Context: an optimization exercise on an open-source flow, tuned for small area and a short achievable clock period. The choices shown serve that exercise and are no tape-out recipe.
Only simulation tests tie the RTL to the original design; equivalence was not proved.
No activity file was given, so power comes from the tool's default toggle rates.

== job 101 ==
// interrupt_controller
module interrupt_controller(
	pclk_i,
	prst_i,
	penable_i,
	pready_o,
	pwrite_i,
	paddr_i,
	pwdata_i,
	prdata_o,
	interrupt_active_i,
	interrupt_valid_o,
	interrupt_to_be_serviced_o,
	interrupt_serviced_i);
	input pclk_i,prst_i,penable_i,pwrite_i;
	input [3:0] paddr_i,pwdata_i;
	output reg pready_o;
	output reg [3:0] prdata_o;
	input [15:0] interrupt_active_i;
	input interrupt_serviced_i;
	output reg interrupt_valid_o;
	output reg [3:0] interrupt_to_be_serviced_o;
	reg arb;
	integer i;
	genvar g;
	reg [15:0] pb3, pb2, pb1, pb0;
	wire [3:0] wdata = pwdata_i & {4{~prst_i}};
	wire wr = penable_i & pwrite_i;
	wire [15:0] sel;
	generate
		for (g = 0; g < 16; g = g + 1) begin : regs
			assign sel[g] = paddr_i == g;
			always @(posedge pclk_i)
				if (prst_i | (wr & sel[g])) begin
					pb3[g] <= wdata[3];
					pb2[g] <= wdata[2];
					pb1[g] <= wdata[1];
					pb0[g] <= wdata[0];
				end
		end
	endgenerate
	wire [3:0] rdata = {|(sel & pb3), |(sel & pb2), |(sel & pb1), |(sel & pb0)};
	always @(posedge pclk_i) begin
		pready_o <= penable_i & ~prst_i;
		if (prst_i | (penable_i & ~pwrite_i))
			prdata_o <= rdata & {4{~prst_i}};
	end
	wire [15:0] c3 = interrupt_active_i;
	wire h3 = |(c3 & pb3);
	wire h2 = h3 ? |(c3 & pb3 & pb2) : |(c3 & pb2);
	wire [15:0] c1 = c3 & (pb3 | {16{~h3}}) & (pb2 | {16{~h2}});
	wire h1 = |(c1 & pb1);
	wire h0 = h1 ? |(c1 & pb1 & pb0) : |(c1 & pb0);
	wire [15:0] cw = c1 & (pb1 | {16{~h1}}) & (pb0 | {16{~h0}});
	wire [3:0] nz, lo_odd, lo_hi;
	generate
		for (g = 0; g < 4; g = g + 1) begin : quad
			wire [3:0] q = cw[4*g+3:4*g];
			assign nz[g] = |q;
			assign lo_hi[g] = ~q[0] & ~q[1];
			assign lo_odd[g] = ~q[0] & (q[1] | ~q[2]);
		end
	endgenerate
	wire [3:0] fq = {nz[3] & ~nz[2] & ~nz[1] & ~nz[0], nz[2] & ~nz[1] & ~nz[0],
	                 nz[1] & ~nz[0], nz[0]};
	wire [3:0] winner = {fq[3] | fq[2], fq[3] | fq[1], |(fq & lo_hi), |(fq & lo_odd)};
	always @(posedge pclk_i) begin
		if (prst_i) begin
			arb <= 1'b0;
			interrupt_valid_o <= 1'b0;
			interrupt_to_be_serviced_o <= 4'd0;
		end else begin
			arb <= (|interrupt_active_i) &
			       ((~arb & ~interrupt_valid_o) | (interrupt_valid_o & interrupt_serviced_i));
  ...
Size in the first run: roughly 39 I/O pins, ~4100 um2 of cells after synthesis.
clock: 30.0 ns
lec_check: 0
abc_area: 1
cap_margin: 20
core_margin: 2
core_utilization: 40
cts_buf_list: sky130_fd_sc_hd__clkbuf_8
slew_margin: 20
standard.sh (not shown) runs the stock make flow with config.mk's settings and CLKGATE_MAP_FILE= SYNTH_SCRIPT=/design/flow/synth_recipe.tcl, a recipe that flattens the netlist after the stock synthesis.
==> flow/flow/run.sh <==
#!/bin/bash
# Own layout flow: the standard flow (standard.sh) with
#  - the standard synthesis, except that ABC maps with flow/abc.script
#    (registers are mapped before ABC runs, so they are unchanged),
#  - smaller port buffers,
#  - timing repair aimed at a setup slack margin below the clock period.
# Each step's full output is in standard_flow.log and ORFS's logs/.
set -euo pipefail
source flow/params.sh
export MY_ABC_SCRIPT=$PWD/flow/abc.script
args=("BUFFER_PORTS_ARGS=-buffer_cell $PORT_BUF" "SETUP_SLACK_MARGIN=$MARGIN")
if [[ "${OWN_ABC:-1}" == 1 ]]; then args+=("SYNTH_SCRIPT=$PWD/flow/synth.tcl"); fi
bash standard.sh "${args[@]}" finish > standard_flow.log 2>&1
==> flow/flow/abc.script <==
&get -n
 &st
 &dch
 &nf -R 1000
 &put
 topo
 upsize -c
 dnsize -c
==> flow/flow/params.sh <==
PORT_BUF=sky130_fd_sc_hd__buf_1
MARGIN=21
==> flow/flow/synth.tcl <==
# synth_recipe.tcl (the standard synthesis), with ABC's script replaced by
# flow/abc.script when MY_ABC_SCRIPT names it.
proc synth {args} { yosys synth -nofsm -noshare {*}$args }
proc abc {args} {
  set i [lsearch -exact $args -script]
  if { $i >= 0 && [info exists ::env(MY_ABC_SCRIPT)] } {
    lset args [expr {$i + 1}] $::env(MY_ABC_SCRIPT)
  }
  puts "abc wrapper: $args"
  yosys abc {*}$args
}
source $::env(SCRIPTS_DIR)/synth.tcl
# left out here: clear keep_hierarchy, flatten, clean up, hide names made inside functions, write 1_2_yosys.v
[inputs] job 102 vs job 101
==> flow/flow/params.sh <==
PORT_BUF=sky130_fd_sc_hd__buf_1
MARGIN=20
-- flow/config.mk --
<<< job 101, line 12
export CTS_BUF_LIST = sky130_fd_sc_hd__clkbuf_8
export SLEW_MARGIN = 20
>>> job 102, line 12
export CTS_BUF_LIST = sky130_fd_sc_hd__clkbuf_8
export CTS_CLUSTER_DIAMETER = 150
export CTS_CLUSTER_SIZE = 25
export SLEW_MARGIN = 20
==> results.txt <==
Delta (job 102 minus job 101): first-iteration DRC count down about 25%, worst hold margin shows an increase of 4.8 ps, via count -about 2%, ratio of cells with drive above 1 in the final layout lost 8.7 points, design internal power decreased by about 4.4% relative to the old numbers.
### job 102 -> job 103
-- flow/config.mk --
<<< job 102, line 10
export CORE_MARGIN = 2
export CORE_UTILIZATION = 40
export CTS_BUF_LIST = sky130_fd_sc_hd__clkbuf_8
export CTS_CLUSTER_DIAMETER = 150
export CTS_CLUSTER_SIZE = 25
export SLEW_MARGIN = 20
>>> job 103, line 10
export CORE_MARGIN = 2
export CORE_UTILIZATION = 60
export CTS_BUF_LIST = sky130_fd_sc_hd__clkbuf_8
export PLACE_DENSITY = 0.75
export SLEW_MARGIN = 20
Findings:
- From job 102 to job 103 the numbers moved as follows: number of nets produced by synthesis closely matched the old numbers, reported clock group power shows an increase of 51%, final cell count fell 57.
- Est. power | job 103 vs job 102 | job 103 higher
- Diff job 102 -> job 103 | clock network contribution to total cell area | increase of 2.0 points
- [job 103] worst-margin pin slew rose 100 ps relative to job 102

## what the ideal ports hide
In the flow no input, the clock included, has a driving cell. The finished layouts below were timed again as built, in two steps.
Step 1, drivers: a clkbuf_16 drives pclk_i and a buf_2 each remaining input, both assumed.
Step 2 adds t to the input delays and takes it off the output delays; t is the mean of the earliest and latest rising clock arrival at the registers after step 1. Input paths then give back, and output paths get back, about the clock's delay inside the block.
a / b / c = ideal / step 1 / step 2; a / b = the first two.
| run | shift t [ns] | setup slack, ns | worst setup path after step 2 | clock arrival spread, ns | worst slew at a driven data input, ns |
|---|---|---|---|---|---|
| job 101 | 0.399 | 20.534 / 20.525 / 20.126 | input to register | 0.012 / 0.011 | 0.06 |
| job 102 | 0.380 | 20.227 / 20.238 / 19.858 | input to register | 0.006 / 0.006 | 0.04 |
| job 103 | 0.394 | 20.195 / 20.204 / 19.810 | input to register | 0.011 / 0.011 | 0.04 |
After both steps setup and hold are still met in every run listed. The setup slack of job 101, which loses most, moves by -0.009 ns with the drivers and by -0.408 ns with both steps.
